Background: an optimization exercise with open tools, aiming at small area. Do not read the settings as production practice. In this exercise RTL edits were held to simulation tests only and were not proved equivalent to the original.

[design/flow/config.mk]
export PLATFORM = sky130hd
export DESIGN_NAME = dwt_pe
export DESIGN_NICKNAME = dwt_pe
export VERILOG_FILES = /design/flow/design.v
export SDC_FILE = /design/flow/constraint.sdc
export NUM_CORES = 4
export LEC_CHECK = 0
export CAP_MARGIN = 20
export CORE_MARGIN = 2
export CORE_UTILIZATION = 40
export PLACE_DENSITY = 0.6
export SLEW_MARGIN = 20
[design/flow/constraint.sdc]
create_clock -name core_clock -period 10.0 [get_ports {clk}]
set_input_delay 2.0000 -clock core_clock [delete_from_list [all_inputs] [get_ports {clk}]]
set_output_delay 2.0000 -clock core_clock [all_outputs]
set_load 0.01 [all_outputs]
[design/flow/design.v]
module dwt_mul_array (
    input  [23:0] a,
    input  [11:0] b,
    input  [23:0] c,
    output [35:0] s
);
    wire [23:0] pp [0:11];
    genvar gi;
    generate for (gi = 0; gi < 12; gi = gi + 1) begin : g_pp
        assign pp[gi] = a & {24{b[gi]}};
    end endgenerate
    wire s1;
    wire k2;
    wire s3;
    wire k4;
    wire s5;
    wire k6;
    wire s7;
    wire k8;
    wire s9;
    wire k10;
    wire s11;
    wire k12;
    wire s13;
    wire k14;
    wire s15;
    wire k16;
    wire s17;
    wire k18;
    wire s19;
    wire k20;
    wire s21;
    wire k22;
    wire s23;
    wire k24;
    wire s25;
    wire k26;
    wire s27;
    wire k28;
    wire s29;
    wire k30;
    wire s31;
    wire k32;
    wire s33;
    wire k34;
    wire s35;
    wire k36;
    wire s37;
    wire k38;
    wire s39;
    wire k40;
    wire s41;
    wire k42;
    wire s43;
    wire k44;
    wire s45;
    wire k46;
    wire s47;
    wire k48;
    wire s49;
    wire k50;
    wire s51;
    wire k52;
    wire s53;
    wire k54;
    wire s55;
    wire k56;
    wire s57;
    wire k58;
    wire s59;
    wire k60;
    wire s61;
    wire k62;
    wire s63;
    wire k64;
    wire s65;
    wire k66;
    wire s67;
    wire k68;
    wire s69;
    wire k70;
    wire s71;
    wire k72;
    wire s73;
    wire k74;
    wire s75;
    wire k76;
    wire s77;
    wire k78;
    wire s79;
    wire k80;
    wire s81;
    wire k82;
    wire s83;
    wire k84;
    wire s85;
    wire k86;
    wire s87;
    wire k88;
    wire s89;
    wire k90;
    wire s91;
    wire k92;
    wire s93;
    wire k94;
    wire s95;
    wire k96;
    wire s97;
    wire k98;
    wire s99;
    wire k100;
    wire s101;
    wire k102;
    wire s103;
    wire k104;
    wire s105;
    wire k106;
    wire s107;
    wire k108;
    wire s109;
    wire k110;
    wire s111;
    wire k112;
    wire s113;
    wire k114;
    wire s115;
    wire k116;
    wire s117;
    wire k118;
    wire s119;
    wire k120;
    wire s121;
    wire k122;
    wire s123;
    wire k124;
    wire s125;
    wire k126;
    wire s127;
    wire k128;
    wire s129;
    wire k130;
    wire s131;
    wire k132;
    wire s133;
    wire k134;
    wire s135;
    wire k136;
    wire s137;
    wire k138;
    wire s139;
    wire k140;
    wire s141;
    wire k142;
    wire s143;
    wire k144;
    wire s145;
    wire k146;
    wire s147;
    wire k148;
    wire s149;
    wire k150;
    wire s151;
    wire k152;
    wire s153;
    wire k154;
    wire s155;
    wire k156;
    wire s157;
    wire k158;
    wire s159;
    wire k160;
    wire s161;
    wire k162;
    wire s163;
    wire k164;
    wire s165;
    wire k166;
    wire s167;
    wire k168;
    wire s169;
    wire k170;
    wire s171;
    wire k172;
    wire s173;
    wire k174;
    wire s175;
    wire k176;
    wire s177;
    wire k178;
    wire s179;
    wire k180;
    wire s181;
    wire k182;
    wire s183;
    wire k184;
    wire s185;
    wire k186;
    wire s187;
    wire k188;
    wire s189;
    wire k190;
    wire s191;
    wire k192;
    wire s193;
    wire k194;
    wire s195;
    wire k196;
    wire s197;
    wire k198;
    wire s199;
    wire k200;
    wire s201;
    wire k202;
    wire s203;
    wire k204;
    wire s205;
    wire k206;
    wire s207;
    wire k208;
    wire s209;
    wire k210;
    wire s211;
    wire k212;
    wire s213;
    wire k214;
    wire s215;
    wire k216;
    wire s217;
    wire k218;
    wire s219;
    wire k220;
    wire s221;
    wire k222;
    wire s223;
    wire k224;
    wire s225;
    wire k226;
    wire s227;
    wire k228;
    wire s229;
    wire k230;
    wire s231;
    wire k232;
    wire s233;
    wire k234;
    wire s235;
    wire k236;
    wire s237;
    wire k238;
    wire s239;
    wire k240;
    wire s241;
    wire k242;
    wire s243;
    wire k244;
    wire s245;
    wire k246;
    wire s247;
    wire k248;
    wire s249;
    wire k250;
    wire s251;
    wire k252;
    wire s253;
    wire k254;
    wire s255;
    wire k256;
    wire s257;
    wire k258;
    wire s259;
    wire k260;
    wire s261;
    wire k262;
    wire s263;
    wire k264;
    wire s265;
    wire k266;
    wire s267;
    wire k268;
    wire s269;
    wire k270;
    wire s271;
    wire k272;
    wire s273;
    wire k274;
    wire s275;
    wire k276;
    wire s277;
    wire k278;
    wire s279;
    wire k280;
    wire s281;
    wire k282;
    wire s283;
    wire k284;
    wire s285;
    wire k286;
    wire s287;
    wire k288;
    wire s289;
    wire k290;
    wire s291;
    wire k292;
    wire s293;
    wire k294;
    wire s295;
    wire k296;
    wire s297;
    wire k298;
    wire s299;
    wire k300;
    wire s301;
    wire k302;
    wire s303;
    wire k304;
    wire s305;
    wire k306;
    wire s307;
    wire k308;
    wire s309;
    wire k310;
    wire s311;
    wire k312;
    wire s313;
    wire k314;
    wire s315;
    wire k316;
    wire s317;
    wire k318;
    wire s319;
    wire k320;
    wire s321;
    wire k322;
    wire s323;
    wire k324;
    wire s325;
    wire k326;
    wire s327;
    wire k328;
    wire s329;
    wire k330;
    wire s331;
    wire k332;
    wire s333;
    wire k334;
    wire s335;
    wire k336;
    wire s337;
    wire k338;
    wire s339;
    wire k340;
    wire s341;
    wire k342;
    wire s343;
    wire k344;
    wire s345;
    wire k346;
    wire s347;
    wire k348;
    wire s349;
    wire k350;
    wire s351;
    wire k352;
    wire s353;
    wire k354;
    wire s355;
    wire k356;
    wire s357;
    wire k358;
    wire s359;
    wire k360;
    wire s361;
    wire k362;
    wire s363;
    wire k364;
    wire s365;
    wire k366;
    wire s367;
    wire k368;
    wire s369;
    wire k370;
    wire s371;
    wire k372;
    wire s373;
    wire k374;
    wire s375;
    wire k376;
    wire s377;
    wire k378;
    wire s379;
    wire k380;
    wire s381;
    wire k382;
    wire s383;
    wire k384;
    wire s385;
    wire k386;
    wire s387;
    wire k388;
    wire s389;
    wire k390;
    wire s391;
    wire k392;
    wire s393;
    wire k394;
    wire s395;
    wire k396;
    wire s397;
    wire k398;
    wire s399;
    wire k400;
    wire s401;
    wire k402;
    wire s403;
    wire k404;
    wire s405;
    wire k406;
    wire s407;
    wire k408;
    wire s409;
    wire k410;
    wire s411;
    wire k412;
    wire s413;
    wire k414;
    wire s415;
    wire k416;
    wire s417;
    wire k418;
    wire s419;
    wire k420;
    wire s421;
    wire k422;
    wire s423;
    wire k424;
    wire s425;
    wire k426;
    wire s427;
    wire k428;
    wire s429;
    wire k430;
    wire s431;
    wire k432;
    wire s433;
    wire k434;
    wire s435;
    wire k436;
    wire s437;
    wire k438;
    wire s439;
    wire k440;
    wire s441;
    wire k442;
    wire s443;
    wire k444;
    wire s445;
    wire k446;
    wire s447;
    wire k448;
    wire s449;
    wire k450;
    wire s451;
    wire k452;
    wire s453;
    wire k454;
    wire s455;
    wire k456;
    wire s457;
    wire k458;
    wire s459;
    wire k460;
    wire s461;
    wire k462;
    wire s463;
    wire k464;
    wire s465;
    wire k466;
    wire s467;
    wire k468;
    wire s469;
    wire k470;
    wire s471;
    wire k472;
    wire s473;
    wire k474;
    wire s475;
    wire k476;
    wire s477;
    wire k478;
    wire s479;
    wire k480;
    wire s481;
    wire k482;
    wire s483;
    wire k484;
    wire s485;
    wire k486;
    wire s487;
    wire k488;
    wire s489;
    wire k490;
    wire s491;
    wire k492;
    wire s493;
    wire k494;
    wire s495;
    wire k496;
    wire s497;
    wire k498;
    wire s499;
    wire k500;
    wire s501;
    wire k502;
    wire s503;
    wire k504;
    wire s505;
    wire k506;
    assign s1 = pp[0][8] ^ pp[1][7];
    assign k2 = pp[0][8] & pp[1][7];
    assign s3 = pp[0][9] ^ pp[1][8] ^ pp[2][7];
    assign k4 = (pp[0][9] & pp[1][8]) | (pp[0][9] & pp[2][7]) | (pp[1][8] & pp[2][7]);
    assign s5 = pp[3][6] ^ pp[4][5];
    assign k6 = pp[3][6] & pp[4][5];
    assign s7 = pp[0][10] ^ pp[1][9] ^ pp[2][8];
    assign k8 = (pp[0][10] & pp[1][9]) | (pp[0][10] & pp[2][8]) | (pp[1][9] & pp[2][8]);
    assign s9 = pp[3][7] ^ pp[4][6] ^ pp[5][5];
    assign k10 = (pp[3][7] & pp[4][6]) | (pp[3][7] & pp[5][5]) | (pp[4][6] & pp[5][5]);
    assign s11 = pp[6][4] ^ pp[7][3];
    assign k12 = pp[6][4] & pp[7][3];
    assign s13 = pp[0][11] ^ pp[1][10] ^ pp[2][9];
    assign k14 = (pp[0][11] & pp[1][10]) | (pp[0][11] & pp[2][9]) | (pp[1][10] & pp[2][9]);
    assign s15 = pp[3][8] ^ pp[4][7] ^ pp[5][6];
    assign k16 = (pp[3][8] & pp[4][7]) | (pp[3][8] & pp[5][6]) | (pp[4][7] & pp[5][6]);
    assign s17 = pp[6][5] ^ pp[7][4] ^ pp[8][3];
    assign k18 = (pp[6][5] & pp[7][4]) | (pp[6][5] & pp[8][3]) | (pp[7][4] & pp[8][3]);
    assign s19 = pp[9][2] ^ pp[10][1];
    assign k20 = pp[9][2] & pp[10][1];
    assign s21 = pp[0][12] ^ pp[1][11] ^ pp[2][10];
    assign k22 = (pp[0][12] & pp[1][11]) | (pp[0][12] & pp[2][10]) | (pp[1][11] & pp[2][10]);
    assign s23 = pp[3][9] ^ pp[4][8] ^ pp[5][7];
    assign k24 = (pp[3][9] & pp[4][8]) | (pp[3][9] & pp[5][7]) | (pp[4][8] & pp[5][7]);
    assign s25 = pp[6][6] ^ pp[7][5] ^ pp[8][4];
    assign k26 = (pp[6][6] & pp[7][5]) | (pp[6][6] & pp[8][4]) | (pp[7][5] & pp[8][4]);
    assign s27 = pp[9][3] ^ pp[10][2] ^ pp[11][1];
    assign k28 = (pp[9][3] & pp[10][2]) | (pp[9][3] & pp[11][1]) | (pp[10][2] & pp[11][1]);
    assign s29 = pp[0][13] ^ pp[1][12] ^ pp[2][11];
    assign k30 = (pp[0][13] & pp[1][12]) | (pp[0][13] & pp[2][11]) | (pp[1][12] & pp[2][11]);
    assign s31 = pp[3][10] ^ pp[4][9] ^ pp[5][8];
    assign k32 = (pp[3][10] & pp[4][9]) | (pp[3][10] & pp[5][8]) | (pp[4][9] & pp[5][8]);
    assign s33 = pp[6][7] ^ pp[7][6] ^ pp[8][5];
    assign k34 = (pp[6][7] & pp[7][6]) | (pp[6][7] & pp[8][5]) | (pp[7][6] & pp[8][5]);
    assign s35 = pp[9][4] ^ pp[10][3] ^ pp[11][2];
    assign k36 = (pp[9][4] & pp[10][3]) | (pp[9][4] & pp[11][2]) | (pp[10][3] & pp[11][2]);
    assign s37 = pp[0][14] ^ pp[1][13] ^ pp[2][12];
    assign k38 = (pp[0][14] & pp[1][13]) | (pp[0][14] & pp[2][12]) | (pp[1][13] & pp[2][12]);
    assign s39 = pp[3][11] ^ pp[4][10] ^ pp[5][9];
    assign k40 = (pp[3][11] & pp[4][10]) | (pp[3][11] & pp[5][9]) | (pp[4][10] & pp[5][9]);
    assign s41 = pp[6][8] ^ pp[7][7] ^ pp[8][6];
    assign k42 = (pp[6][8] & pp[7][7]) | (pp[6][8] & pp[8][6]) | (pp[7][7] & pp[8][6]);
    assign s43 = pp[9][5] ^ pp[10][4] ^ pp[11][3];
    assign k44 = (pp[9][5] & pp[10][4]) | (pp[9][5] & pp[11][3]) | (pp[10][4] & pp[11][3]);
    assign s45 = pp[0][15] ^ pp[1][14] ^ pp[2][13];
    assign k46 = (pp[0][15] & pp[1][14]) | (pp[0][15] & pp[2][13]) | (pp[1][14] & pp[2][13]);
    assign s47 = pp[3][12] ^ pp[4][11] ^ pp[5][10];
    assign k48 = (pp[3][12] & pp[4][11]) | (pp[3][12] & pp[5][10]) | (pp[4][11] & pp[5][10]);
    assign s49 = pp[6][9] ^ pp[7][8] ^ pp[8][7];
    assign k50 = (pp[6][9] & pp[7][8]) | (pp[6][9] & pp[8][7]) | (pp[7][8] & pp[8][7]);
    assign s51 = pp[9][6] ^ pp[10][5] ^ pp[11][4];
    assign k52 = (pp[9][6] & pp[10][5]) | (pp[9][6] & pp[11][4]) | (pp[10][5] & pp[11][4]);
    assign s53 = pp[0][16] ^ pp[1][15] ^ pp[2][14];
    assign k54 = (pp[0][16] & pp[1][15]) | (pp[0][16] & pp[2][14]) | (pp[1][15] & pp[2][14]);
    assign s55 = pp[3][13] ^ pp[4][12] ^ pp[5][11];
    assign k56 = (pp[3][13] & pp[4][12]) | (pp[3][13] & pp[5][11]) | (pp[4][12] & pp[5][11]);
    assign s57 = pp[6][10] ^ pp[7][9] ^ pp[8][8];
    assign k58 = (pp[6][10] & pp[7][9]) | (pp[6][10] & pp[8][8]) | (pp[7][9] & pp[8][8]);
    assign s59 = pp[9][7] ^ pp[10][6] ^ pp[11][5];
    assign k60 = (pp[9][7] & pp[10][6]) | (pp[9][7] & pp[11][5]) | (pp[10][6] & pp[11][5]);
    assign s61 = pp[0][17] ^ pp[1][16] ^ pp[2][15];
    assign k62 = (pp[0][17] & pp[1][16]) | (pp[0][17] & pp[2][15]) | (pp[1][16] & pp[2][15]);
    assign s63 = pp[3][14] ^ pp[4][13] ^ pp[5][12];
    assign k64 = (pp[3][14] & pp[4][13]) | (pp[3][14] & pp[5][12]) | (pp[4][13] & pp[5][12]);
    assign s65 = pp[6][11] ^ pp[7][10] ^ pp[8][9];
    assign k66 = (pp[6][11] & pp[7][10]) | (pp[6][11] & pp[8][9]) | (pp[7][10] & pp[8][9]);
    assign s67 = pp[9][8] ^ pp[10][7] ^ pp[11][6];
    assign k68 = (pp[9][8] & pp[10][7]) | (pp[9][8] & pp[11][6]) | (pp[10][7] & pp[11][6]);
    assign s69 = pp[0][18] ^ pp[1][17] ^ pp[2][16];
    assign k70 = (pp[0][18] & pp[1][17]) | (pp[0][18] & pp[2][16]) | (pp[1][17] & pp[2][16]);
    assign s71 = pp[3][15] ^ pp[4][14] ^ pp[5][13];
    assign k72 = (pp[3][15] & pp[4][14]) | (pp[3][15] & pp[5][13]) | (pp[4][14] & pp[5][13]);
    assign s73 = pp[6][12] ^ pp[7][11] ^ pp[8][10];
    assign k74 = (pp[6][12] & pp[7][11]) | (pp[6][12] & pp[8][10]) | (pp[7][11] & pp[8][10]);
    assign s75 = pp[9][9] ^ pp[10][8] ^ pp[11][7];
    assign k76 = (pp[9][9] & pp[10][8]) | (pp[9][9] & pp[11][7]) | (pp[10][8] & pp[11][7]);
    assign s77 = pp[0][19] ^ pp[1][18] ^ pp[2][17];
    assign k78 = (pp[0][19] & pp[1][18]) | (pp[0][19] & pp[2][17]) | (pp[1][18] & pp[2][17]);
    assign s79 = pp[3][16] ^ pp[4][15] ^ pp[5][14];
    assign k80 = (pp[3][16] & pp[4][15]) | (pp[3][16] & pp[5][14]) | (pp[4][15] & pp[5][14]);
    assign s81 = pp[6][13] ^ pp[7][12] ^ pp[8][11];
    assign k82 = (pp[6][13] & pp[7][12]) | (pp[6][13] & pp[8][11]) | (pp[7][12] & pp[8][11]);
    assign s83 = pp[9][10] ^ pp[10][9] ^ pp[11][8];
    assign k84 = (pp[9][10] & pp[10][9]) | (pp[9][10] & pp[11][8]) | (pp[10][9] & pp[11][8]);
    assign s85 = pp[0][20] ^ pp[1][19] ^ pp[2][18];
    assign k86 = (pp[0][20] & pp[1][19]) | (pp[0][20] & pp[2][18]) | (pp[1][19] & pp[2][18]);
    assign s87 = pp[3][17] ^ pp[4][16] ^ pp[5][15];
    assign k88 = (pp[3][17] & pp[4][16]) | (pp[3][17] & pp[5][15]) | (pp[4][16] & pp[5][15]);
    assign s89 = pp[6][14] ^ pp[7][13] ^ pp[8][12];
    assign k90 = (pp[6][14] & pp[7][13]) | (pp[6][14] & pp[8][12]) | (pp[7][13] & pp[8][12]);
    assign s91 = pp[9][11] ^ pp[10][10] ^ pp[11][9];
    assign k92 = (pp[9][11] & pp[10][10]) | (pp[9][11] & pp[11][9]) | (pp[10][10] & pp[11][9]);
    assign s93 = pp[0][21] ^ pp[1][20] ^ pp[2][19];
    assign k94 = (pp[0][21] & pp[1][20]) | (pp[0][21] & pp[2][19]) | (pp[1][20] & pp[2][19]);
    assign s95 = pp[3][18] ^ pp[4][17] ^ pp[5][16];
    assign k96 = (pp[3][18] & pp[4][17]) | (pp[3][18] & pp[5][16]) | (pp[4][17] & pp[5][16]);
    assign s97 = pp[6][15] ^ pp[7][14] ^ pp[8][13];
    assign k98 = (pp[6][15] & pp[7][14]) | (pp[6][15] & pp[8][13]) | (pp[7][14] & pp[8][13]);
    assign s99 = pp[9][12] ^ pp[10][11] ^ pp[11][10];
    assign k100 = (pp[9][12] & pp[10][11]) | (pp[9][12] & pp[11][10]) | (pp[10][11] & pp[11][10]);
    assign s101 = pp[0][22] ^ pp[1][21] ^ pp[2][20];
    assign k102 = (pp[0][22] & pp[1][21]) | (pp[0][22] & pp[2][20]) | (pp[1][21] & pp[2][20]);
    assign s103 = pp[3][19] ^ pp[4][18] ^ pp[5][17];
    assign k104 = (pp[3][19] & pp[4][18]) | (pp[3][19] & pp[5][17]) | (pp[4][18] & pp[5][17]);
    assign s105 = pp[6][16] ^ pp[7][15] ^ pp[8][14];
    assign k106 = (pp[6][16] & pp[7][15]) | (pp[6][16] & pp[8][14]) | (pp[7][15] & pp[8][14]);
    assign s107 = pp[9][13] ^ pp[10][12] ^ pp[11][11];
    assign k108 = (pp[9][13] & pp[10][12]) | (pp[9][13] & pp[11][11]) | (pp[10][12] & pp[11][11]);
    assign s109 = pp[0][23] ^ pp[1][22] ^ pp[2][21];
    assign k110 = (pp[0][23] & pp[1][22]) | (pp[0][23] & pp[2][21]) | (pp[1][22] & pp[2][21]);
    assign s111 = pp[3][20] ^ pp[4][19] ^ pp[5][18];
    assign k112 = (pp[3][20] & pp[4][19]) | (pp[3][20] & pp[5][18]) | (pp[4][19] & pp[5][18]);
    assign s113 = pp[6][17] ^ pp[7][16] ^ pp[8][15];
    assign k114 = (pp[6][17] & pp[7][16]) | (pp[6][17] & pp[8][15]) | (pp[7][16] & pp[8][15]);
    assign s115 = pp[9][14] ^ pp[10][13] ^ pp[11][12];
    assign k116 = (pp[9][14] & pp[10][13]) | (pp[9][14] & pp[11][12]) | (pp[10][13] & pp[11][12]);
    assign s117 = pp[1][23] ^ pp[2][22] ^ pp[3][21];
    assign k118 = (pp[1][23] & pp[2][22]) | (pp[1][23] & pp[3][21]) | (pp[2][22] & pp[3][21]);
    assign s119 = pp[4][20] ^ pp[5][19] ^ pp[6][18];
    assign k120 = (pp[4][20] & pp[5][19]) | (pp[4][20] & pp[6][18]) | (pp[5][19] & pp[6][18]);
    assign s121 = pp[7][17] ^ pp[8][16] ^ pp[9][15];
    assign k122 = (pp[7][17] & pp[8][16]) | (pp[7][17] & pp[9][15]) | (pp[8][16] & pp[9][15]);
    assign s123 = pp[2][23] ^ pp[3][22] ^ pp[4][21];
    assign k124 = (pp[2][23] & pp[3][22]) | (pp[2][23] & pp[4][21]) | (pp[3][22] & pp[4][21]);
    assign s125 = pp[5][20] ^ pp[6][19] ^ pp[7][18];
    assign k126 = (pp[5][20] & pp[6][19]) | (pp[5][20] & pp[7][18]) | (pp[6][19] & pp[7][18]);
    assign s127 = pp[3][23] ^ pp[4][22] ^ pp[5][21];
    assign k128 = (pp[3][23] & pp[4][22]) | (pp[3][23] & pp[5][21]) | (pp[4][22] & pp[5][21]);
    assign s129 = pp[0][5] ^ pp[1][4];
    assign k130 = pp[0][5] & pp[1][4];
    assign s131 = pp[0][6] ^ pp[1][5] ^ pp[2][4];
    assign k132 = (pp[0][6] & pp[1][5]) | (pp[0][6] & pp[2][4]) | (pp[1][5] & pp[2][4]);
    assign s133 = pp[3][3] ^ pp[4][2];
    assign k134 = pp[3][3] & pp[4][2];
    assign s135 = pp[0][7] ^ pp[1][6] ^ pp[2][5];
    assign k136 = (pp[0][7] & pp[1][6]) | (pp[0][7] & pp[2][5]) | (pp[1][6] & pp[2][5]);
    assign s137 = pp[3][4] ^ pp[4][3] ^ pp[5][2];
    assign k138 = (pp[3][4] & pp[4][3]) | (pp[3][4] & pp[5][2]) | (pp[4][3] & pp[5][2]);
    assign s139 = pp[6][1] ^ pp[7][0];
    assign k140 = pp[6][1] & pp[7][0];
    assign s141 = pp[2][6] ^ pp[3][5] ^ pp[4][4];
    assign k142 = (pp[2][6] & pp[3][5]) | (pp[2][6] & pp[4][4]) | (pp[3][5] & pp[4][4]);
    assign s143 = pp[5][3] ^ pp[6][2] ^ pp[7][1];
    assign k144 = (pp[5][3] & pp[6][2]) | (pp[5][3] & pp[7][1]) | (pp[6][2] & pp[7][1]);
    assign s145 = pp[8][0] ^ c[8] ^ s1;
    assign k146 = (pp[8][0] & c[8]) | (pp[8][0] & s1) | (c[8] & s1);
    assign s147 = pp[5][4] ^ pp[6][3] ^ pp[7][2];
    assign k148 = (pp[5][4] & pp[6][3]) | (pp[5][4] & pp[7][2]) | (pp[6][3] & pp[7][2]);
    assign s149 = pp[8][1] ^ pp[9][0] ^ c[9];
    assign k150 = (pp[8][1] & pp[9][0]) | (pp[8][1] & c[9]) | (pp[9][0] & c[9]);
    assign s151 = k2 ^ s3 ^ s5;
    assign k152 = (k2 & s3) | (k2 & s5) | (s3 & s5);
    assign s153 = pp[8][2] ^ pp[9][1] ^ pp[10][0];
    assign k154 = (pp[8][2] & pp[9][1]) | (pp[8][2] & pp[10][0]) | (pp[9][1] & pp[10][0]);
    assign s155 = c[10] ^ k4 ^ k6;
    assign k156 = (c[10] & k4) | (c[10] & k6) | (k4 & k6);
    assign s157 = s7 ^ s9 ^ s11;
    assign k158 = (s7 & s9) | (s7 & s11) | (s9 & s11);
    assign s159 = pp[11][0] ^ c[11] ^ k8;
    assign k160 = (pp[11][0] & c[11]) | (pp[11][0] & k8) | (c[11] & k8);
    assign s161 = k10 ^ k12 ^ s13;
    assign k162 = (k10 & k12) | (k10 & s13) | (k12 & s13);
    assign s163 = s15 ^ s17 ^ s19;
    assign k164 = (s15 & s17) | (s15 & s19) | (s17 & s19);
    assign s165 = c[12] ^ k14 ^ k16;
    assign k166 = (c[12] & k14) | (c[12] & k16) | (k14 & k16);
    assign s167 = k18 ^ k20 ^ s21;
    assign k168 = (k18 & k20) | (k18 & s21) | (k20 & s21);
    assign s169 = s23 ^ s25 ^ s27;
    assign k170 = (s23 & s25) | (s23 & s27) | (s25 & s27);
    assign s171 = c[13] ^ k22 ^ k24;
    assign k172 = (c[13] & k22) | (c[13] & k24) | (k22 & k24);
    assign s173 = k26 ^ k28 ^ s29;
    assign k174 = (k26 & k28) | (k26 & s29) | (k28 & s29);
    assign s175 = s31 ^ s33 ^ s35;
    assign k176 = (s31 & s33) | (s31 & s35) | (s33 & s35);
    assign s177 = c[14] ^ k30 ^ k32;
    assign k178 = (c[14] & k30) | (c[14] & k32) | (k30 & k32);
    assign s179 = k34 ^ k36 ^ s37;
    assign k180 = (k34 & k36) | (k34 & s37) | (k36 & s37);
    assign s181 = s39 ^ s41 ^ s43;
    assign k182 = (s39 & s41) | (s39 & s43) | (s41 & s43);
    assign s183 = c[15] ^ k38 ^ k40;
    assign k184 = (c[15] & k38) | (c[15] & k40) | (k38 & k40);
    assign s185 = k42 ^ k44 ^ s45;
    assign k186 = (k42 & k44) | (k42 & s45) | (k44 & s45);
    assign s187 = s47 ^ s49 ^ s51;
    assign k188 = (s47 & s49) | (s47 & s51) | (s49 & s51);
    assign s189 = c[16] ^ k46 ^ k48;
    assign k190 = (c[16] & k46) | (c[16] & k48) | (k46 & k48);
    assign s191 = k50 ^ k52 ^ s53;
    assign k192 = (k50 & k52) | (k50 & s53) | (k52 & s53);
    assign s193 = s55 ^ s57 ^ s59;
    assign k194 = (s55 & s57) | (s55 & s59) | (s57 & s59);
    assign s195 = c[17] ^ k54 ^ k56;
    assign k196 = (c[17] & k54) | (c[17] & k56) | (k54 & k56);
    assign s197 = k58 ^ k60 ^ s61;
    assign k198 = (k58 & k60) | (k58 & s61) | (k60 & s61);
    assign s199 = s63 ^ s65 ^ s67;
    assign k200 = (s63 & s65) | (s63 & s67) | (s65 & s67);
    assign s201 = c[18] ^ k62 ^ k64;
    assign k202 = (c[18] & k62) | (c[18] & k64) | (k62 & k64);
    assign s203 = k66 ^ k68 ^ s69;
    assign k204 = (k66 & k68) | (k66 & s69) | (k68 & s69);
    assign s205 = s71 ^ s73 ^ s75;
    assign k206 = (s71 & s73) | (s71 & s75) | (s73 & s75);
    assign s207 = c[19] ^ k70 ^ k72;
    assign k208 = (c[19] & k70) | (c[19] & k72) | (k70 & k72);
    assign s209 = k74 ^ k76 ^ s77;
    assign k210 = (k74 & k76) | (k74 & s77) | (k76 & s77);
    assign s211 = s79 ^ s81 ^ s83;
    assign k212 = (s79 & s81) | (s79 & s83) | (s81 & s83);
    assign s213 = c[20] ^ k78 ^ k80;
    assign k214 = (c[20] & k78) | (c[20] & k80) | (k78 & k80);
    assign s215 = k82 ^ k84 ^ s85;
    assign k216 = (k82 & k84) | (k82 & s85) | (k84 & s85);
    assign s217 = s87 ^ s89 ^ s91;
    assign k218 = (s87 & s89) | (s87 & s91) | (s89 & s91);
    assign s219 = c[21] ^ k86 ^ k88;
    assign k220 = (c[21] & k86) | (c[21] & k88) | (k86 & k88);
    assign s221 = k90 ^ k92 ^ s93;
    assign k222 = (k90 & k92) | (k90 & s93) | (k92 & s93);
    assign s223 = s95 ^ s97 ^ s99;
    assign k224 = (s95 & s97) | (s95 & s99) | (s97 & s99);
    assign s225 = c[22] ^ k94 ^ k96;
    assign k226 = (c[22] & k94) | (c[22] & k96) | (k94 & k96);
    assign s227 = k98 ^ k100 ^ s101;
    assign k228 = (k98 & k100) | (k98 & s101) | (k100 & s101);
    assign s229 = s103 ^ s105 ^ s107;
    assign k230 = (s103 & s105) | (s103 & s107) | (s105 & s107);
    assign s231 = c[23] ^ k102 ^ k104;
    assign k232 = (c[23] & k102) | (c[23] & k104) | (k102 & k104);
    assign s233 = k106 ^ k108 ^ s109;
    assign k234 = (k106 & k108) | (k106 & s109) | (k108 & s109);
    assign s235 = s111 ^ s113 ^ s115;
    assign k236 = (s111 & s113) | (s111 & s115) | (s113 & s115);
    assign s237 = pp[10][14] ^ pp[11][13] ^ k110;
    assign k238 = (pp[10][14] & pp[11][13]) | (pp[10][14] & k110) | (pp[11][13] & k110);
    assign s239 = k112 ^ k114 ^ k116;
    assign k240 = (k112 & k114) | (k112 & k116) | (k114 & k116);
    assign s241 = s117 ^ s119 ^ s121;
    assign k242 = (s117 & s119) | (s117 & s121) | (s119 & s121);
    assign s243 = pp[8][17] ^ pp[9][16] ^ pp[10][15];
    assign k244 = (pp[8][17] & pp[9][16]) | (pp[8][17] & pp[10][15]) | (pp[9][16] & pp[10][15]);
    assign s245 = pp[11][14] ^ k118 ^ k120;
    assign k246 = (pp[11][14] & k118) | (pp[11][14] & k120) | (k118 & k120);
    assign s247 = k122 ^ s123 ^ s125;
    assign k248 = (k122 & s123) | (k122 & s125) | (s123 & s125);
    assign s249 = pp[6][20] ^ pp[7][19] ^ pp[8][18];
    assign k250 = (pp[6][20] & pp[7][19]) | (pp[6][20] & pp[8][18]) | (pp[7][19] & pp[8][18]);
    assign s251 = pp[9][17] ^ pp[10][16] ^ pp[11][15];
    assign k252 = (pp[9][17] & pp[10][16]) | (pp[9][17] & pp[11][15]) | (pp[10][16] & pp[11][15]);
    assign s253 = k124 ^ k126 ^ s127;
    assign k254 = (k124 & k126) | (k124 & s127) | (k126 & s127);
    assign s255 = pp[4][23] ^ pp[5][22] ^ pp[6][21];
    assign k256 = (pp[4][23] & pp[5][22]) | (pp[4][23] & pp[6][21]) | (pp[5][22] & pp[6][21]);
    assign s257 = pp[7][20] ^ pp[8][19] ^ pp[9][18];
    assign k258 = (pp[7][20] & pp[8][19]) | (pp[7][20] & pp[9][18]) | (pp[8][19] & pp[9][18]);
    assign s259 = pp[10][17] ^ pp[11][16] ^ k128;
    assign k260 = (pp[10][17] & pp[11][16]) | (pp[10][17] & k128) | (pp[11][16] & k128);
    assign s261 = pp[5][23] ^ pp[6][22] ^ pp[7][21];
    assign k262 = (pp[5][23] & pp[6][22]) | (pp[5][23] & pp[7][21]) | (pp[6][22] & pp[7][21]);
    assign s263 = pp[8][20] ^ pp[9][19] ^ pp[10][18];
    assign k264 = (pp[8][20] & pp[9][19]) | (pp[8][20] & pp[10][18]) | (pp[9][19] & pp[10][18]);
    assign s265 = pp[6][23] ^ pp[7][22] ^ pp[8][21];
    assign k266 = (pp[6][23] & pp[7][22]) | (pp[6][23] & pp[8][21]) | (pp[7][22] & pp[8][21]);
    assign s267 = pp[0][3] ^ pp[1][2];
    assign k268 = pp[0][3] & pp[1][2];
    assign s269 = pp[0][4] ^ pp[1][3] ^ pp[2][2];
    assign k270 = (pp[0][4] & pp[1][3]) | (pp[0][4] & pp[2][2]) | (pp[1][3] & pp[2][2]);
    assign s271 = pp[3][1] ^ pp[4][0];
    assign k272 = pp[3][1] & pp[4][0];
    assign s273 = pp[2][3] ^ pp[3][2] ^ pp[4][1];
    assign k274 = (pp[2][3] & pp[3][2]) | (pp[2][3] & pp[4][1]) | (pp[3][2] & pp[4][1]);
    assign s275 = pp[5][0] ^ c[5] ^ s129;
    assign k276 = (pp[5][0] & c[5]) | (pp[5][0] & s129) | (c[5] & s129);
    assign s277 = pp[5][1] ^ pp[6][0] ^ c[6];
    assign k278 = (pp[5][1] & pp[6][0]) | (pp[5][1] & c[6]) | (pp[6][0] & c[6]);
    assign s279 = k130 ^ s131 ^ s133;
    assign k280 = (k130 & s131) | (k130 & s133) | (s131 & s133);
    assign s281 = c[7] ^ k132 ^ k134;
    assign k282 = (c[7] & k132) | (c[7] & k134) | (k132 & k134);
    assign s283 = s135 ^ s137 ^ s139;
    assign k284 = (s135 & s137) | (s135 & s139) | (s137 & s139);
    assign s285 = k136 ^ k138 ^ k140;
    assign k286 = (k136 & k138) | (k136 & k140) | (k138 & k140);
    assign s287 = s141 ^ s143 ^ s145;
    assign k288 = (s141 & s143) | (s141 & s145) | (s143 & s145);
    assign s289 = k142 ^ k144 ^ k146;
    assign k290 = (k142 & k144) | (k142 & k146) | (k144 & k146);
    assign s291 = s147 ^ s149 ^ s151;
    assign k292 = (s147 & s149) | (s147 & s151) | (s149 & s151);
    assign s293 = k148 ^ k150 ^ k152;
    assign k294 = (k148 & k150) | (k148 & k152) | (k150 & k152);
    assign s295 = s153 ^ s155 ^ s157;
    assign k296 = (s153 & s155) | (s153 & s157) | (s155 & s157);
    assign s297 = k154 ^ k156 ^ k158;
    assign k298 = (k154 & k156) | (k154 & k158) | (k156 & k158);
    assign s299 = s159 ^ s161 ^ s163;
    assign k300 = (s159 & s161) | (s159 & s163) | (s161 & s163);
    assign s301 = k160 ^ k162 ^ k164;
    assign k302 = (k160 & k162) | (k160 & k164) | (k162 & k164);
    assign s303 = s165 ^ s167 ^ s169;
    assign k304 = (s165 & s167) | (s165 & s169) | (s167 & s169);
    assign s305 = k166 ^ k168 ^ k170;
    assign k306 = (k166 & k168) | (k166 & k170) | (k168 & k170);
    assign s307 = s171 ^ s173 ^ s175;
    assign k308 = (s171 & s173) | (s171 & s175) | (s173 & s175);
    assign s309 = k172 ^ k174 ^ k176;
    assign k310 = (k172 & k174) | (k172 & k176) | (k174 & k176);
    assign s311 = s177 ^ s179 ^ s181;
    assign k312 = (s177 & s179) | (s177 & s181) | (s179 & s181);
    assign s313 = k178 ^ k180 ^ k182;
    assign k314 = (k178 & k180) | (k178 & k182) | (k180 & k182);
    assign s315 = s183 ^ s185 ^ s187;
    assign k316 = (s183 & s185) | (s183 & s187) | (s185 & s187);
    assign s317 = k184 ^ k186 ^ k188;
    assign k318 = (k184 & k186) | (k184 & k188) | (k186 & k188);
    assign s319 = s189 ^ s191 ^ s193;
    assign k320 = (s189 & s191) | (s189 & s193) | (s191 & s193);
    assign s321 = k190 ^ k192 ^ k194;
    assign k322 = (k190 & k192) | (k190 & k194) | (k192 & k194);
    assign s323 = s195 ^ s197 ^ s199;
    assign k324 = (s195 & s197) | (s195 & s199) | (s197 & s199);
    assign s325 = k196 ^ k198 ^ k200;
    assign k326 = (k196 & k198) | (k196 & k200) | (k198 & k200);
    assign s327 = s201 ^ s203 ^ s205;
    assign k328 = (s201 & s203) | (s201 & s205) | (s203 & s205);
    assign s329 = k202 ^ k204 ^ k206;
    assign k330 = (k202 & k204) | (k202 & k206) | (k204 & k206);
    assign s331 = s207 ^ s209 ^ s211;
    assign k332 = (s207 & s209) | (s207 & s211) | (s209 & s211);
    assign s333 = k208 ^ k210 ^ k212;
    assign k334 = (k208 & k210) | (k208 & k212) | (k210 & k212);
    assign s335 = s213 ^ s215 ^ s217;
    assign k336 = (s213 & s215) | (s213 & s217) | (s215 & s217);
    assign s337 = k214 ^ k216 ^ k218;
    assign k338 = (k214 & k216) | (k214 & k218) | (k216 & k218);
    assign s339 = s219 ^ s221 ^ s223;
    assign k340 = (s219 & s221) | (s219 & s223) | (s221 & s223);
    assign s341 = k220 ^ k222 ^ k224;
    assign k342 = (k220 & k222) | (k220 & k224) | (k222 & k224);
    assign s343 = s225 ^ s227 ^ s229;
    assign k344 = (s225 & s227) | (s225 & s229) | (s227 & s229);
    assign s345 = k226 ^ k228 ^ k230;
    assign k346 = (k226 & k228) | (k226 & k230) | (k228 & k230);
    assign s347 = s231 ^ s233 ^ s235;
    assign k348 = (s231 & s233) | (s231 & s235) | (s233 & s235);
    assign s349 = k232 ^ k234 ^ k236;
    assign k350 = (k232 & k234) | (k232 & k236) | (k234 & k236);
    assign s351 = s237 ^ s239 ^ s241;
    assign k352 = (s237 & s239) | (s237 & s241) | (s239 & s241);
    assign s353 = k238 ^ k240 ^ k242;
    assign k354 = (k238 & k240) | (k238 & k242) | (k240 & k242);
    assign s355 = s243 ^ s245 ^ s247;
    assign k356 = (s243 & s245) | (s243 & s247) | (s245 & s247);
    assign s357 = k244 ^ k246 ^ k248;
    assign k358 = (k244 & k246) | (k244 & k248) | (k246 & k248);
    assign s359 = s249 ^ s251 ^ s253;
    assign k360 = (s249 & s251) | (s249 & s253) | (s251 & s253);
    assign s361 = k250 ^ k252 ^ k254;
    assign k362 = (k250 & k252) | (k250 & k254) | (k252 & k254);
    assign s363 = s255 ^ s257 ^ s259;
    assign k364 = (s255 & s257) | (s255 & s259) | (s257 & s259);
    assign s365 = pp[11][17] ^ k256 ^ k258;
    assign k366 = (pp[11][17] & k256) | (pp[11][17] & k258) | (k256 & k258);
    assign s367 = k260 ^ s261 ^ s263;
    assign k368 = (k260 & s261) | (k260 & s263) | (s261 & s263);
    assign s369 = pp[9][20] ^ pp[10][19] ^ pp[11][18];
    assign k370 = (pp[9][20] & pp[10][19]) | (pp[9][20] & pp[11][18]) | (pp[10][19] & pp[11][18]);
    assign s371 = k262 ^ k264 ^ s265;
    assign k372 = (k262 & k264) | (k262 & s265) | (k264 & s265);
    assign s373 = pp[7][23] ^ pp[8][22] ^ pp[9][21];
    assign k374 = (pp[7][23] & pp[8][22]) | (pp[7][23] & pp[9][21]) | (pp[8][22] & pp[9][21]);
    assign s375 = pp[10][20] ^ pp[11][19] ^ k266;
    assign k376 = (pp[10][20] & pp[11][19]) | (pp[10][20] & k266) | (pp[11][19] & k266);
    assign s377 = pp[8][23] ^ pp[9][22] ^ pp[10][21];
    assign k378 = (pp[8][23] & pp[9][22]) | (pp[8][23] & pp[10][21]) | (pp[9][22] & pp[10][21]);
    assign s379 = pp[0][2] ^ pp[1][1];
    assign k380 = pp[0][2] & pp[1][1];
    assign s381 = pp[2][1] ^ pp[3][0] ^ c[3];
    assign k382 = (pp[2][1] & pp[3][0]) | (pp[2][1] & c[3]) | (pp[3][0] & c[3]);
    assign s383 = c[4] ^ k268 ^ s269;
    assign k384 = (c[4] & k268) | (c[4] & s269) | (k268 & s269);
    assign s385 = k270 ^ k272 ^ s273;
    assign k386 = (k270 & k272) | (k270 & s273) | (k272 & s273);
    assign s387 = k274 ^ k276 ^ s277;
    assign k388 = (k274 & k276) | (k274 & s277) | (k276 & s277);
    assign s389 = k278 ^ k280 ^ s281;
    assign k390 = (k278 & k280) | (k278 & s281) | (k280 & s281);
    assign s391 = k282 ^ k284 ^ s285;
    assign k392 = (k282 & k284) | (k282 & s285) | (k284 & s285);
    assign s393 = k286 ^ k288 ^ s289;
    assign k394 = (k286 & k288) | (k286 & s289) | (k288 & s289);
    assign s395 = k290 ^ k292 ^ s293;
    assign k396 = (k290 & k292) | (k290 & s293) | (k292 & s293);
    assign s397 = k294 ^ k296 ^ s297;
    assign k398 = (k294 & k296) | (k294 & s297) | (k296 & s297);
    assign s399 = k298 ^ k300 ^ s301;
    assign k400 = (k298 & k300) | (k298 & s301) | (k300 & s301);
    assign s401 = k302 ^ k304 ^ s305;
    assign k402 = (k302 & k304) | (k302 & s305) | (k304 & s305);
    assign s403 = k306 ^ k308 ^ s309;
    assign k404 = (k306 & k308) | (k306 & s309) | (k308 & s309);
    assign s405 = k310 ^ k312 ^ s313;
    assign k406 = (k310 & k312) | (k310 & s313) | (k312 & s313);
    assign s407 = k314 ^ k316 ^ s317;
    assign k408 = (k314 & k316) | (k314 & s317) | (k316 & s317);
    assign s409 = k318 ^ k320 ^ s321;
    assign k410 = (k318 & k320) | (k318 & s321) | (k320 & s321);
    assign s411 = k322 ^ k324 ^ s325;
    assign k412 = (k322 & k324) | (k322 & s325) | (k324 & s325);
    assign s413 = k326 ^ k328 ^ s329;
    assign k414 = (k326 & k328) | (k326 & s329) | (k328 & s329);
    assign s415 = k330 ^ k332 ^ s333;
    assign k416 = (k330 & k332) | (k330 & s333) | (k332 & s333);
    assign s417 = k334 ^ k336 ^ s337;
    assign k418 = (k334 & k336) | (k334 & s337) | (k336 & s337);
    assign s419 = k338 ^ k340 ^ s341;
    assign k420 = (k338 & k340) | (k338 & s341) | (k340 & s341);
    assign s421 = k342 ^ k344 ^ s345;
    assign k422 = (k342 & k344) | (k342 & s345) | (k344 & s345);
    assign s423 = k346 ^ k348 ^ s349;
    assign k424 = (k346 & k348) | (k346 & s349) | (k348 & s349);
    assign s425 = k350 ^ k352 ^ s353;
    assign k426 = (k350 & k352) | (k350 & s353) | (k352 & s353);
    assign s427 = k354 ^ k356 ^ s357;
    assign k428 = (k354 & k356) | (k354 & s357) | (k356 & s357);
    assign s429 = k358 ^ k360 ^ s361;
    assign k430 = (k358 & k360) | (k358 & s361) | (k360 & s361);
    assign s431 = k362 ^ k364 ^ s365;
    assign k432 = (k362 & k364) | (k362 & s365) | (k364 & s365);
    assign s433 = k366 ^ k368 ^ s369;
    assign k434 = (k366 & k368) | (k366 & s369) | (k368 & s369);
    assign s435 = k370 ^ k372 ^ s373;
    assign k436 = (k370 & k372) | (k370 & s373) | (k372 & s373);
    assign s437 = pp[11][20] ^ k374 ^ k376;
    assign k438 = (pp[11][20] & k374) | (pp[11][20] & k376) | (k374 & k376);
    assign s439 = pp[9][23] ^ pp[10][22] ^ pp[11][21];
    assign k440 = (pp[9][23] & pp[10][22]) | (pp[9][23] & pp[11][21]) | (pp[10][22] & pp[11][21]);
    assign s441 = pp[0][1] ^ pp[1][0];
    assign k442 = pp[0][1] & pp[1][0];
    assign s443 = pp[2][0] ^ c[2] ^ s379;
    assign k444 = (pp[2][0] & c[2]) | (pp[2][0] & s379) | (c[2] & s379);
    assign s445 = s267 ^ k380 ^ s381;
    assign k446 = (s267 & k380) | (s267 & s381) | (k380 & s381);
    assign s447 = s271 ^ k382 ^ s383;
    assign k448 = (s271 & k382) | (s271 & s383) | (k382 & s383);
    assign s449 = s275 ^ k384 ^ s385;
    assign k450 = (s275 & k384) | (s275 & s385) | (k384 & s385);
    assign s451 = s279 ^ k386 ^ s387;
    assign k452 = (s279 & k386) | (s279 & s387) | (k386 & s387);
    assign s453 = s283 ^ k388 ^ s389;
    assign k454 = (s283 & k388) | (s283 & s389) | (k388 & s389);
    assign s455 = s287 ^ k390 ^ s391;
    assign k456 = (s287 & k390) | (s287 & s391) | (k390 & s391);
    assign s457 = s291 ^ k392 ^ s393;
    assign k458 = (s291 & k392) | (s291 & s393) | (k392 & s393);
    assign s459 = s295 ^ k394 ^ s395;
    assign k460 = (s295 & k394) | (s295 & s395) | (k394 & s395);
    assign s461 = s299 ^ k396 ^ s397;
    assign k462 = (s299 & k396) | (s299 & s397) | (k396 & s397);
    assign s463 = s303 ^ k398 ^ s399;
    assign k464 = (s303 & k398) | (s303 & s399) | (k398 & s399);
    assign s465 = s307 ^ k400 ^ s401;
    assign k466 = (s307 & k400) | (s307 & s401) | (k400 & s401);
    assign s467 = s311 ^ k402 ^ s403;
    assign k468 = (s311 & k402) | (s311 & s403) | (k402 & s403);
    assign s469 = s315 ^ k404 ^ s405;
    assign k470 = (s315 & k404) | (s315 & s405) | (k404 & s405);
    assign s471 = s319 ^ k406 ^ s407;
    assign k472 = (s319 & k406) | (s319 & s407) | (k406 & s407);
    assign s473 = s323 ^ k408 ^ s409;
    assign k474 = (s323 & k408) | (s323 & s409) | (k408 & s409);
    assign s475 = s327 ^ k410 ^ s411;
    assign k476 = (s327 & k410) | (s327 & s411) | (k410 & s411);
    assign s477 = s331 ^ k412 ^ s413;
    assign k478 = (s331 & k412) | (s331 & s413) | (k412 & s413);
    assign s479 = s335 ^ k414 ^ s415;
    assign k480 = (s335 & k414) | (s335 & s415) | (k414 & s415);
    assign s481 = s339 ^ k416 ^ s417;
    assign k482 = (s339 & k416) | (s339 & s417) | (k416 & s417);
    assign s483 = s343 ^ k418 ^ s419;
    assign k484 = (s343 & k418) | (s343 & s419) | (k418 & s419);
    assign s485 = s347 ^ k420 ^ s421;
    assign k486 = (s347 & k420) | (s347 & s421) | (k420 & s421);
    assign s487 = s351 ^ k422 ^ s423;
    assign k488 = (s351 & k422) | (s351 & s423) | (k422 & s423);
    assign s489 = s355 ^ k424 ^ s425;
    assign k490 = (s355 & k424) | (s355 & s425) | (k424 & s425);
    assign s491 = s359 ^ k426 ^ s427;
    assign k492 = (s359 & k426) | (s359 & s427) | (k426 & s427);
    assign s493 = s363 ^ k428 ^ s429;
    assign k494 = (s363 & k428) | (s363 & s429) | (k428 & s429);
    assign s495 = s367 ^ k430 ^ s431;
    assign k496 = (s367 & k430) | (s367 & s431) | (k430 & s431);
    assign s497 = s371 ^ k432 ^ s433;
    assign k498 = (s371 & k432) | (s371 & s433) | (k432 & s433);
    assign s499 = s375 ^ k434 ^ s435;
    assign k500 = (s375 & k434) | (s375 & s435) | (k434 & s435);
    assign s501 = s377 ^ k436 ^ s437;
    assign k502 = (s377 & k436) | (s377 & s437) | (k436 & s437);
    assign s503 = k378 ^ k438 ^ s439;
    assign k504 = (k378 & k438) | (k378 & s439) | (k438 & s439);
    assign s505 = pp[10][23] ^ pp[11][22] ^ k440;
    assign k506 = (pp[10][23] & pp[11][22]) | (pp[10][23] & k440) | (pp[11][22] & k440);
    wire [35:0] x = {1'b0, pp[11][23], k504, k502, k500, k498, k496, k494, k492, k490, k488, k486, k484, k482, k480, k478, k476, k474, k472, k470, k468, k466, k464, k462, k460, k458, k456, k454, k452, k450, k448, k446, k444, k442, c[1], pp[0][0]};
    wire [35:0] y = {1'b0, k506, s505, s503, s501, s499, s497, s495, s493, s491, s489, s487, s485, s483, s481, s479, s477, s475, s473, s471, s469, s467, s465, s463, s461, s459, s457, s455, s453, s451, s449, s447, s445, s443, s441, c[0]};
    assign s = x + y;
endmodule
module dwt_fadd (
    input  [31:0] x,
    input  [31:0] y,
    output [31:0] z
);
    wire [7:0]  ex = x[30:23];
    wire [7:0]  ey = y[30:23];
    wire        e_lt = ex < ey;
    wire        e_eq = ex == ey;
    wire        m_lt = x[22:0] < y[22:0];
    wire        rev  = e_eq & m_lt;            
    wire        swap = e_lt | rev;             
    wire        exc  = (&ex) | (&ey);
    wire        sub  = x[31] ^ y[31];
    wire [7:0]  dxy  = ex - ey;
    wire [7:0]  dyx  = ey - ex;
    wire [7:0]  d    = e_lt ? dyx : dxy;
    wire [7:0]  ea   = e_lt ? ey : ex;
    wire [23:0] sx   = {|ex, x[22:0]};
    wire [23:0] sy   = {|ey, y[22:0]};
    wire [23:0] sa   = e_lt ? sy : sx;
    wire [23:0] sb   = e_lt ? sx : sy;
    wire [23:0] sbs  = sb >> d;
    wire [24:0] S = {1'b0, sa ^ {24{sub & rev}}} + {1'b0, sbs ^ {24{sub & ~rev}}} + {24'd0, sub};
    wire [30:0] radd = S[24] ? {ea + 8'd1, S[23:1]} : {ea, S[22:0]};
    wire [23:0] D = S[23:0];
    wire        sbz = rev ? ~(|sa) : ~(|sbs);
    reg  [4:0]  lz;
    integer i;
    always @* begin
        lz = 5'd24;
        for (i = 0; i < 24; i = i + 1)
            if (D[i]) lz = 5'd23 - i[4:0];
        if (sbz) lz = 5'd0;
    end
    wire [23:0] Dn = D << lz;
    wire [30:0] rsub = {ea - {3'd0, lz}, Dn[22:0]};
    assign z = exc ? 32'd0 : {swap ? y[31] : x[31], sub ? rsub : radd};
endmodule
module dwt_pe #(parameter DATA_WIDTH = 32)
(
    input clk,
    input rst,
    input[DATA_WIDTH-1:0] transform1,
    input[DATA_WIDTH-1:0] transform2,
    input[DATA_WIDTH-1:0] transform3,
    input[DATA_WIDTH-1:0] transform4,
    input[DATA_WIDTH-1:0] transform5,
    input[DATA_WIDTH-1:0] transform6,
    input[DATA_WIDTH-1:0] data_in1,
    input[DATA_WIDTH-1:0] data_in2,
    input[DATA_WIDTH-1:0] data_in3,
    input[DATA_WIDTH-1:0] data_in4,
    input[DATA_WIDTH-1:0] data_in5,
    input[DATA_WIDTH-1:0] data_in6,
    output reg [DATA_WIDTH-1:0] data_out
);
    reg [3:0] t;
    wire hi = t[0];
    wire [5:0] ks;
    assign ks[0] = (t[3:1] == 3'd0);
    assign ks[1] = (t[3:1] == 3'd1);
    assign ks[2] = (t[3:1] == 3'd2);
    assign ks[3] = (t[3:1] == 3'd3);
    assign ks[4] = (t[3:1] == 3'd4);
    assign ks[5] = (t[3:1] == 3'd5);
    wire [31:0] ta = (transform1 & {32{ks[0]}}) | (transform2 & {32{ks[1]}}) |
                     (transform3 & {32{ks[2]}}) | (transform4 & {32{ks[3]}}) |
                     (transform5 & {32{ks[4]}}) | (transform6 & {32{ks[5]}});
    wire [31:0] db = (data_in1 & {32{ks[0]}}) | (data_in2 & {32{ks[1]}}) |
                     (data_in3 & {32{ks[2]}}) | (data_in4 & {32{ks[3]}}) |
                     (data_in5 & {32{ks[4]}}) | (data_in6 & {32{ks[5]}});
    reg  [23:0] acc;      
    reg         stk;      
    reg         g1, g0;   
    reg  [8:0]  es;       
    reg         sg, ex;   
    wire [23:0] ma = {|ta[30:23], ta[22:0]};
    wire [23:0] mb = {|db[30:23], db[22:0]};
    wire [35:0] s;
    dwt_mul_array mul (
        .a(ma), .b(hi ? mb[23:12] : mb[11:0]), .c(acc & {24{hi}}), .s(s)
    );
    always @(posedge clk) begin
        acc <= s[35:12];
        stk <= hi ? (stk | (|s[9:0])) : (|s[11:0]);
        g1  <= s[11];
        g0  <= s[10];
        es  <= {1'b0, ta[30:23]} + {1'b0, db[30:23]} - 9'd127;
        sg  <= ta[31] ^ db[31];
        ex  <= (&ta[30:23]) | (&db[30:23]);
    end
    wire        norm  = acc[23];
    wire [22:0] mraw  = norm ? acc[22:0] : {acc[21:0], g1};
    wire        rnd   = (norm ? g1 : g0) & (stk | (norm & g0));
    wire [22:0] mant;
    wire [23:0] ic;
    assign ic[0] = rnd;
    genvar gi;
    generate for (gi = 0; gi < 23; gi = gi + 1) begin : g_inc
        assign mant[gi] = mraw[gi] ^ ic[gi];
        assign ic[gi+1] = mraw[gi] & ic[gi];
    end endgenerate
    wire        zero  = rnd ? (&mraw) : ~(|mraw);
    wire [8:0]  expo  = es + {8'd0, norm};
    wire [31:0] prod  = ex   ? 32'd0 :
                        zero ? {sg, 31'd0} :
                        expo[8] ? (expo[7] ? {sg, 31'd0} : {sg, 8'hff, 23'd0}) :
                        {sg, expo[7:0], mant};
    reg  [31:0] U, V, W;
    wire [31:0] sum;
    dwt_fadd add (.x(U), .y(V), .z(sum));
    always @(posedge clk) begin
        if (rst || t == 4'd11) t <= 4'd0;
        else t <= t + 4'd1;
        case (t)
            4'd2, 4'd6, 4'd10: U <= prod;
            4'd9:              U <= W;
            4'd1:              U <= sum;
            default: ;
        endcase
        case (t)
            4'd0, 4'd4, 4'd8:  V <= prod;
            4'd9:              V <= sum;
            4'd1:              V <= W;
            default: ;
        endcase
        if (t == 4'd5 || t == 4'd10) W <= sum;
        if (rst) data_out <= 32'd0;
        else if (t == 4'd2) data_out <= sum;
    end
endmodule
[design/flow/flow/run.sh]
#!/bin/bash
# The standard layout, with the smallest buffer (buf_1) as the port
# buffers in place of the resizer's own pick (clkdlybuf4s50_1).
set -euo pipefail
export BUFFER_PORTS_ARGS="-buffer_cell sky130_fd_sc_hd__buf_1"
bash standard.sh > standard.log 2>&1
[design/flow/standard.sh]
#!/bin/bash
# synth_recipe.tcl (not shown) runs the flow's synth.tcl, then flattens the netlist and writes it again
# the make line also repeats each setting of config.mk as NAME=value (left out here)
make -C /OpenROAD-flow-scripts/flow DESIGN_CONFIG=/design/flow/config.mk WORK_HOME=/design/flow/orfs CLKGATE_MAP_FILE= SYNTH_SCRIPT=/design/flow/synth_recipe.tcl "${@:-finish}"
==> results of run 1 <==
## stage by stage
step           instance area, um2  std cells  worst slack, ns
2_1_floorplan               27260       3232            1.086
4_1_cts                     30630       4456           0.7100
5_1_grt                     30640       4457          0.04003
6_report                    30640       4457           0.6475
3_5_place_dp                30000       4424           0.6506
3_3_place_gp                29980       4423           0.7580
## per-layer routing
| metal | vias up | wire (um) | GRT usage |
|---|---|---|---|
| met5 | - | 0 | 0 |
| met4 | 0 | 4200 | 0.1164 |
| met3 | 199 | 7592 | 0.03203 |
| met2 | 1321 | 46280 | 0.4628 |
| met1 | 12970 | 42530 | 0.3797 |
| li1 | 12250 | - | - |
## what timing repair did
item	in CTS	in global routing
setup endpoints to repair	0	2
buffers inserted	0	0
hold endpoints to repair	0	0
resized for setup	0	2
## synthesized netlist by cell type (12+ instances only)
cell type  number
nand4_1        32
o21a_1         25
inv_1         297
mux4_2         27
and3_1         41
nand2_1       359
o211ai_1       22
nor2_1        219
a221oi_1       33
a22o_1         12
o21ai_0       109
a31oi_1        16
nand3_1        94
edfxtp_1       96
nor3_1         54
mux2i_1       111
fa_1          248
clkbuf_1      141
a21oi_1       176
nor4_1         35
o21ai_1        30
buf_2          24
o22ai_1        15
ha_1          158
nand2b_1       23
and2_1         80
xor2_1         38
a211oi_1       28
nor2b_1        41
buf_1          23
a22oi_1       141
mux2_2         37
dfxtp_1        74
a221o_1        43
xnor2_1        78
or3_1          20
a21o_1         27
or2_2          12
## worst paths after layout
| path | slack [ns] | start | end | cells past startpoint |
|---|---|---|---|---|
| setup / recovery | 0.65 | U[23]$_DFFE_PP_ | U[30]$_DFFE_PP_ | 36 |
| hold / removal | 0.46 | data_out[0]$_SDFFE_PP0P_ | data_out[0]$_SDFFE_PP0P_ | 2 |
| setup reg to reg | 0.65 | U[23]$_DFFE_PP_ | U[30]$_DFFE_PP_ | 36 |
| hold reg to reg | 0.46 | data_out[0]$_SDFFE_PP0P_ | data_out[0]$_SDFFE_PP0P_ | 2 |
## worst max-delay path: cells and delay by family (launching register included)
family	cells	cell delay [ns]
buffers and inverters	3	0.46
adder cells (fa/ha/maj)	4	1.21
AND/OR/NAND/NOR	9	1.95
flip-flops	1	0.44
XOR/XNOR	3	0.48
multiplexers	2	0.79
AO/OA/AOI/OAI	15	3.74
## final cells by class
class | instances | area, um2
antenna | 1 | 2.502
clock buffer | 17 | 425.4
clock inverter | 15 | 203.9
fill | 6744 | 36630
inverter | 301 | 1132
multi-input combinational | 2561 | 21070
sequential | 170 | 4370
tap | 873 | 1092
timing repair buffer | 519 | 2351
## logic make-up (layout without fill, tap and decap cells)
| logic type | Yosys count | in the layout | share of synthesized area |
|---|---|---|---|
| compound gates | 813 | 813 | 0.2104 |
| xor+xnor | 119 | 119 | 0.03905 |
| fa+ha+maj | 406 | 406 | 0.2546 |
| buf+inv | 501 | 852 | 0.07256 |
| flops | 170 | 170 | 0.1601 |
| mux | 177 | 177 | 0.07935 |
| other cells | 0 | 1 | 0 |
| simple gates | 1046 | 1046 | 0.1839 |
## sequential cells by signal, summed over array words and instances, names as in the netlist
signal	flops
U	32
V	32
W	32
data_out	32
acc	24
es	9
t	4
ex	1
g0	1
g1	1
sg	1
stk	1
==> run summary, run 1 <==
Post-CTS Hold Fix Bufs: 0
DRC viols: 0
Fmax: 106.9 MHz
Largest net degree at the start of global routing: 47
DR WL/cell: 22.57 um
Synthesized net count: 4024
Setup_tns: 0 ns
Final critical-path required period: 9.352 ns
Seq/Total Area, Yosys: 0.1601
Critical path endpoint category: flip-flop
Layout cells sized above 1: 0.07759
Largest area contributor in the netlist: fa_1
Total wire length: 100600 um
Rows: 95
Clock root buffer: clkbuf_16
Full die area: 70260 um2
Final weighted congestion in routability-driven placement: 0.9835
Status: timing/DRC/antenna clean
EDFF count, synth: 96
Leading post-synthesis cells by cell area: fa_1 (18%), edfxtp_1 (11%), ha_1 (7.3%)
DP Wirelength: 80730 um
Gate Count Post-Synth: 3232
Clock Latency Late Sink: 0.46 ns
Vias: 26730
Routed vias/inst: 5.998
Final period utilization: 0.9352
Min-Delay Path Class: flip-flop to flip-flop
GRT Overall Usage: 0.2823
Required time worst endpoint: 10.22 ns
Io pins: 418
Ys Warns: 3
Max-Cap Viols: 0
Slew Limit Fails: 0
Commonest non-fill, non-tap cell in the layout: buf_1
Rel. slew slack: 0.2737
CP max-delay cell: mux4_2
Number of synthesized register bits: 170
Die width: 265.1 um
Setup violations, final: 0
Setup Skew: 0.01760 ns
Hold Slack: 0.4584 ns
Clock Path Buffers: 2
Vias in the first global route: 26500
Netlist cell types: 103
Final antenna-violating net count: 0
Yosys top cell area share: 0.1821
Inserted Clock Buffers: 17
Worst-path maximum fanout: 20
TritonCTS clock tree: built
Fin. Hold Viols: 0
Mapped Area: 27260 um2
Starting DRT DRC Count: 2795
CP arrival: 9.57 ns
Unrepaired setup endpoints after global routing: no
Most used DFF post-synth: edfxtp_1
Die Span Y: 265.1 um
Nets@finish: 4362
Htree depth: 4
First-pass GRT wire length: 155000 um
Worst path max stage delay: 0.56 ns
Syn-to-layout area delta: 12.40%
Clock Pin Slew Worst Setup and Hold Paths: 0.08 ns
CTS sink count: 170
Port Buffers: 417
Core ar.: 67280 um2
Pre-Repair DR Iteration Count: 6
Critical path startpoint category: flip-flop
Initial Utilization: 0.4052
Synth async-reset ratio: 0
Least-Margin Pin Slew: 1.088 ns
Final Util: 0.4555
Initial antenna violation count: 2
Most frequent cells in the layout: buf_1 (417), nand2_1 (359), inv_1 (297), fa_1 (248), nor2_1 (214)
GRT Residual Overflow: 0
Critical path class: flip-flop to flip-flop
Syn avg cell area: 8.436 um2
==> run 2, diff against run 1 <==
--- a/design/flow/config.mk
+++ b/design/flow/config.mk
@@ -7,6 +7,6 @@
 export LEC_CHECK = 0
 export CAP_MARGIN = 20
 export CORE_MARGIN = 2
-export CORE_UTILIZATION = 40
-export PLACE_DENSITY = 0.6
+export CORE_UTILIZATION = 60
+export PLACE_DENSITY = 0.75
 export SLEW_MARGIN = 20
==> run summary, run 2 <==
Die Span Y: 217.2 um (was 265.1 um)
Clock Latency Late Sink: 0.45 ns (was 0.46 ns)
Setup WS pre-CTS: 0.1334 ns (was 0.6506 ns)
Status: timing/DRC/antenna clean (unchanged)
Synth async-reset ratio: 0 (unchanged)
Min-Delay Path Class: flip-flop to flip-flop (unchanged)
Clock Pin Slew Worst Setup and Hold Paths: 0.07 ns (was 0.08 ns)
Least-Margin Pin Slew: 1.142 ns (was 1.088 ns)
Syn avg cell area: 8.436 um2 (unchanged)
Compound-cell area share of the yosys netlist: 0.2104 (unchanged)
Most frequent cells after synthesis: nand2_1 (359), inv_1 (297), fa_1 (248) (unchanged)
Commonest non-fill, non-tap cell in the layout: buf_1 (unchanged)
Rows: 78 (was 95)
Hold path startpoint: data_out[21]$_SDFFE_PP0P_ (was data_out[0]$_SDFFE_PP0P_)
Setup violations, final: 0 (unchanged)
Worst-path maximum fanout: 23 (was 20)
Final critical-path required period: 9.650 ns (was 9.352 ns)
TritonCTS clock tree: built (unchanged)
Clock root buffer: clkbuf_16 (unchanged)
Worst path max stage delay: 1.00 ns (was 0.56 ns)
Rel. slew slack: 0.2190 (was 0.2737)
R2r startpoint: U[23]$_DFFE_PP_ (unchanged)
Gate Count Post-Synth: 3232 (unchanged)
CP Buf/Inv Count: 3 (unchanged)
Most used DFF post-synth: edfxtp_1 (unchanged)
Die width: 217.2 um (was 265.1 um)
Reg-to-reg slack, setup: 0.56 ns (was 0.65 ns)
Layout cells sized above 1: 0.07634 (was 0.07759)
Mapped Area: 27260 um2 (unchanged)
Simple-Gate Fraction of Synth Area: 0.1839 (unchanged)
Inserted Clock Buffers: 17 (unchanged)
Final period utilization: 0.9650 (was 0.9352)
Yosys top cell area share: 0.1821 (unchanged)
EDFF count, synth: 96 (unchanged)
Most frequent cells in the layout: buf_1 (417), nand2_1 (359), inv_1 (297), fa_1 (248), nor2_1 (213) (was buf_1 (417), nand2_1 (359), inv_1 (297), fa_1 (248), nor2_1 (214))
Ys Warns: 3 (unchanged)
Io pins: 418 (unchanged)
Setup Skew: 0.01375 ns (was 0.01760 ns)
Pre-Repair DR Iteration Count: 11 (was 6)
XOR/XNOR Fraction of Synth Area: 0.03905 (unchanged)
Initial antenna violation count: 5 (was 2)
DR WL/cell: 25.51 um (was 22.57 um)
Max-Cap Viols: 0 (unchanged)
Total wire length: 106600 um (was 100600 um)
Critical path endpoint category: flip-flop (unchanged)
Port Buffers: 417 (unchanged)
CTS sink count: 170 (unchanged)
Reg2reg path depth: 35 (was 36)
Unrepaired setup endpoints after global routing: no (unchanged)
Mux share of post-synthesis cell area: 0.07935 (unchanged)
CP delay by family, top: compound AO/OA/AOI/OAI gates (unchanged)
CP arrival: 10.01 ns (was 9.57 ns)
Largest net degree at the start of global routing: 49 (was 47)
Main combinational cell family by area after synthesis: adder cells (unchanged)
Final antenna-violating net count: 0 (unchanged)
Fmax: 103.6 MHz (was 106.9 MHz)
Htree depth: 4 (unchanged)
Number of synthesized register bits: 170 (unchanged)
Area share of fa/ha/maj cells after synthesis: 0.2546 (unchanged)
Routed vias/inst: 6.829 (was 5.998)
Synthesized net count: 4024 (unchanged)
Nets@finish: 4355 (was 4362)
Critical path startpoint category: input port (was flip-flop)
Vias in the first global route: 28130 (was 26500)
Required time worst endpoint: 10.36 ns (was 10.22 ns)
Setup_tns: 0 ns (unchanged)
## run 2: metrics by stage
step / cell area [um2] / util / cells / hold slack, ns
floorplan: 27260 / - / 3232 / 0.4738
global placement: 29560 / 0.6556 / 4143 / 0.4385
detailed placement: 29560 / 0.6556 / 4143 / 0.4471
CTS: 30180 / 0.6694 / 4175 / 0.4607
global route: 30240 / 0.6706 / 4178 / 0.4722
finish: 30240 / 0.6707 / 4180 / 0.4582
## run 2: cells by family (layout without fill, tap and decap cells)
family                     count (synthesis)  in the layout
and+or+nand+nor                         1046           1046
buffers and inverters                    501            845
DFF                                      170            170
muxes                                    177            177
AOI/OAI and AO/OA                        813            813
xor gates and xnor gates                 119            119
other                                      0              4
adders and majority gates                406            406
## run 2: area by class of cell
type / instances / area [um2]
Sequential cell: 170 / 4370
Fill cell: 3752 / 14850
Clock inverter: 15 / 193.9
Antenna cell: 4 / 10.01
Multi-Input combinational cell: 2561 / 21060
Clock buffer: 17 / 425.4
Timing Repair Buffer: 512 / 2302
Inverter: 301 / 1132
Tap cell: 600 / 750.7
## run 2: how the worst max path moves through the flow
stage	start	endpoint	slack (ns)	cells past startpoint
2_1_floorplan	U[23]$_DFFE_PP_	U[30]$_DFFE_PP_	1.09	38
3_3_place_gp	data_in6[3]	acc[20]$_DFF_P_	0.45	28
3_5_place_dp	data_in6[3]	acc[22]$_DFF_P_	0.13	29
4_1_cts	U[23]$_DFFE_PP_	V[30]$_DFFE_PP_	0.48	36
5_1_grt	U[23]$_DFFE_PP_	V[30]$_DFFE_PP_	0.04	35
6_report	data_in6[3]	acc[22]$_DFF_P_	0.35	29
## run 2: worst min-delay path: cells and delay by family, from the launching register on
family / cells / cell delay (ns)
AOI/OAI and AO/OA: 1 / 0.05
DFF: 1 / 0.31
and+or+nand+nor: 1 / 0.05
## run 2: per-layer routing
metal	routed length (um)	GRT usage
met1	39270	0.5645
met2	48160	0.7145
met3	11710	0.08288
met4	7463	0.2610
met5	13	0
## run 2: what timing repair did
action	CTS	global route
endpoints found under the setup margin	0	10
resized for setup	0	5
hold buffers	0	0

==> afterwards: timing with drivers on the ports <==
The results above use ideal ports. As a check the final layouts listed here were re-extracted and re-timed, cells and wires unchanged. Step 1 sets driving cells, clkbuf_16 on the clock port and buf_2 on the other inputs (assumed; they add their load-dependent delay and slew). Step 2 also shifts input and output timing later by t, the mid clock arrival at the registers, as if the neighbouring blocks saw the same clock. a / b / c = ideal / step 1 / step 2; a / b = the first two.
run | t, ns | setup slack, ns | worst register clock-pin slew, ns
run 1 | 0.509 | 0.648 / 0.648 / 0.648 | 0.08 / 0.08
run 2 | 0.493 | 0.350 / 0.385 / -0.109 | 0.08 / 0.08
With both steps, setup timing fails in run 2, where it was met with ideal ports. For run 2, which loses most, drivers alone change the setup slack by +0.035 ns; drivers and shift together by -0.459 ns.
